This is an optimization exercise on Yosys and OpenROAD, whose aim is small area and a short achievable clock period, not a production implementation. The RTL was checked by simulation tests, not by an equivalence proof against the original design. Power and IR drop assume default switching activity.

== pepper ==
==> flow/design.v (excerpt) <==
module lcm_32(
    input wire [32-1:0] ina, inb,
    input wire clk,
    input wire rst_n,
    output wire [64-1:0] result,
    output reg ready_n);
==> flow/config.mk <==
export PLATFORM = sky130hd
export DESIGN_NAME = lcm_32
export DESIGN_NICKNAME = lcm_32
export VERILOG_FILES = /design/flow/design.v
export SDC_FILE = /design/flow/constraint.sdc
export NUM_CORES = 4
export LEC_CHECK = 0
export CAP_MARGIN = 20
export CORE_MARGIN = 2
export CORE_UTILIZATION = 40
export SLEW_MARGIN = 20
==> flow/constraint.sdc <==
create_clock -name core_clock -period 10.0 [get_ports {clk}]
set_input_delay 2.0000 -clock core_clock [delete_from_list [all_inputs] [get_ports {clk}]]
set_output_delay 2.0000 -clock core_clock [all_outputs]
set_load 0.01 [all_outputs]
standard.sh (not shown) runs the stock make flow with config.mk's settings and CLKGATE_MAP_FILE= SYNTH_SCRIPT=/design/flow/synth_recipe.tcl, a recipe that flattens the netlist after the stock synthesis.
==> flow/flow/run.sh <==
#!/bin/bash
# The standard layout (standard.sh: the standard flow's synthesis and the ORFS steps, with
# the design's constraints unchanged), with two settings changed:
#  - ORFS's timing repair is asked to leave a setup margin, so that it also
#    works the paths that already meet the design's clock period;
#  - the buffer put on every input and output port is buf_1.
# standard.sh's full output goes to standard_flow.log.
set -euo pipefail
MARGIN=${MARGIN:-7}
bash standard.sh \
    SETUP_SLACK_MARGIN=$MARGIN \
    TNS_END_PERCENT=100 \
    "BUFFER_PORTS_ARGS=-buffer_cell sky130_fd_sc_hd__buf_1" \
    finish > standard_flow.log 2>&1
pepper has completed all stages; timing, DRC and antenna checks passed.
For lagoon, these inputs were changed with respect to pepper:
==> flow/flow/run.sh <==
#!/bin/bash
# The standard layout (standard.sh: the standard flow's synthesis and ORFS steps, unchanged
# constraints), with ORFS's timing repair asked to leave a larger setup margin
# so that it works the paths below the design's clock period as well.
set -euo pipefail
MARGIN=${MARGIN:-7}
bash standard.sh SETUP_SLACK_MARGIN=$MARGIN TNS_END_PERCENT=100 finish > standard_flow.log 2>&1
Findings:
For the met3 usage in global routing, lagoon came in 0.75 points lower than pepper did.
Final cell count without fillers (lagoon vs. pepper) increases slightly
[compare] base=pepper new=lagoon: post-cts gate resize count climbed 214; part of the power in the clock network has remained practically unchanged; global-route wire length before repair went up.
Looking only at number of global-route vias before repair, and setting everything else aside, the lower value of pepper and lagoon goes to pepper.
Maximum number of pins on one net before global-route repair: pepper vs lagoon identical
Between lagoon and pepper, the clock input transition at the sequential cells of the worst setup and hold paths does not differ in any meaningful way.
As far as final critical-path required period is concerned, pepper and lagoon perform about the same.
The final cycle utilization of the critical path was comparable across pepper and lagoon.
The combinational fraction of design power in lagoon sits 1.0 points above the value recorded for pepper.
diff inputs: lagoon => amber
==> flow/flow/run.sh <==
#!/bin/bash
# The standard layout (standard.sh: the standard flow's synthesis and the ORFS steps, with
# the design's constraints unchanged), with two settings changed:
#  - ORFS's timing repair is asked to leave a setup margin, so that it also
#    works the paths that already meet the design's clock period;
#  - the buffer put on every input and output port is buf_1.
# standard.sh's full output goes to standard_flow.log.
set -euo pipefail
MARGIN=${MARGIN:-6.5}
bash standard.sh \
    SETUP_SLACK_MARGIN=$MARGIN \
    TNS_END_PERCENT=100 \
    "BUFFER_PORTS_ARGS=-buffer_cell sky130_fd_sc_hd__buf_1" \
    finish > standard_flow.log 2>&1
Findings:
- Compared with lagoon, amber shows a lower logic gate share of total power.
- lagoon -> amber: area of combinational cells with multiple inputs decreased slightly
- amber vs. lagoon: global-route wire length before repair went down by about 10%.
- H-tree depth: lagoon vs amber — no meaningful difference
- From amber to lagoon, count of flip-flops with a built-in enable after synthesis did not move at all.
- After detailed routing, lagoon needs more wire than amber.
- Summary — mean number of vias per cell, amber relative to lagoon: higher, by 0.067.
- Fraction of area in clock buffers and inverters ended up 0.58 points higher on amber than on lagoon.
- On static power due to leakage: between amber and lagoon, it ends up higher for lagoon.
- Any difference in placeable core region between lagoon and amber is small enough to ignore.
- Most frequent standard cell in the layout excluding fill and tap cells: sky130_fd_sc_hd__buf_1 -> amber, sky130_fd_sc_hd__buf_4 -> lagoon
- Compared with lagoon, amber shows a total met2 wirelength after detailed routing that is 990 um lower.
Setup changes, amber to tundra
diff --git a/flow/flow/run.sh b/flow/flow/run.sh
--- a/flow/flow/run.sh
+++ b/flow/flow/run.sh
@@ -8,3 +8,3 @@
 set -euo pipefail
-MARGIN=${MARGIN:-6.5}
+MARGIN=${MARGIN:-6.3}
 bash standard.sh \
==> comparison <==
tundra reached the final stage; the timing, design-rule and antenna checks on its layout passed. [compare] base=amber new=tundra: minimum clock period after layout went up; routed wire length went down; non-clock buffer total of the final layout went down.

========
== rev 12 ==
lcm_32, a different RTL version from the one above (not shown whole).
For scale: ~690 cells after synthesis, ~130 I/O pins.
Design lcm_32, start of the top module:
module lcm_32(
    input wire [32-1:0] ina, inb,
    input wire clk,
    input wire rst_n,
    output wire [64-1:0] result,
    output reg ready_n);
clock: 10.0 ns
lec_check: 0
cap_margin: 20
core_margin: 2
core_utilization: 40
slew_margin: 20
==> flow/flow/run.sh <==
#!/bin/bash
# The standard layout (standard.sh: the standard flow's synthesis and the ORFS steps, with
# the design's constraints unchanged), with two settings changed:
#  - ORFS's timing repair is asked to leave a setup margin, so that it also
#    works the paths that already meet the design's clock period;
#  - the buffer put on every input and output port is buf_1.
# standard.sh's full output goes to standard_flow.log.
set -euo pipefail
MARGIN=${MARGIN:-6.1}
bash standard.sh \
    SETUP_SLACK_MARGIN=$MARGIN \
    TNS_END_PERCENT=100 \
    "BUFFER_PORTS_ARGS=-buffer_cell sky130_fd_sc_hd__buf_1" \
    finish > standard_flow.log 2>&1
Every stage of the flow completed for rev 12, and the final layout passed the timing, design-rule and antenna checks.
#### Input delta (rev 13 over rev 12)
Settings: swapping 40 for 55 in CORE_UTILIZATION.
diff --git a/flow/flow/run.sh b/flow/flow/run.sh
--- a/flow/flow/run.sh
+++ b/flow/flow/run.sh
@@ -9 +9 @@
-MARGIN=${MARGIN:-6.1}
+MARGIN=${MARGIN:-6.4}
### Flow results
Rev 13 finished all stages; the layout is clean.
Diff rev 13..rev 12 | clock-pin slew reported for the worst setup and hold paths after clock tree synthesis | negligible
Reported for rev 12 and rev 13, number of CTS-inserted buffers turned out identical to the last digit.
When the final numbers for rev 12 and rev 13 were put side by side, the total wire length turned out to be greater in rev 13.

-- port drivers added, routing unchanged --
In the flow no input, the clock included, has a driving cell. The finished layouts below were timed again as built, in two steps.
Step 1, drivers: a clkbuf_16 drives clk and a buf_2 each remaining input, both assumed.
Step 2 adds t to the input delays and takes it off the output delays; t is the mean of the earliest and latest rising clock arrival at the registers after step 1. Input paths then give back, and output paths get back, about the clock's delay inside the block.
Three values: ideal, step 1, step 2; two values: the first two.
| run | shift t [ns] | slack for setup (ns) | worst hold slack (ns) | worst setup path after step 2 | worst data-port slew with drivers (ns) |
|---|---|---|---|---|---|
| pepper | 0.397 | 6.407 / 6.407 / 6.407 | 0.449 / 0.449 / 0.449 | register to register | 0.06 |
| lagoon | 0.408 | 6.409 / 6.409 / 6.357 | 0.452 / 0.452 / 0.452 | input to register | 0.05 |
| amber | 0.401 | 6.356 / 6.356 / 6.022 | 0.446 / 0.446 / 0.446 | input to register | 0.06 |
| tundra | 0.404 | 6.278 / 6.278 / 6.025 | 0.450 / 0.450 / 0.450 | input to register | 0.05 |
| rev 12 | 0.409 | 6.200 / 6.206 / 5.809 | 0.461 / 0.461 / 0.461 | input to register | 0.04 |
| rev 13 | 0.411 | 6.365 / 6.365 / 6.130 | 0.453 / 0.453 / 0.453 | input to register | 0.05 |
After both steps setup and hold are still met in every run listed. For rev 12, which loses most, drivers alone change the setup slack by +0.006 ns; drivers and shift together by -0.391 ns.
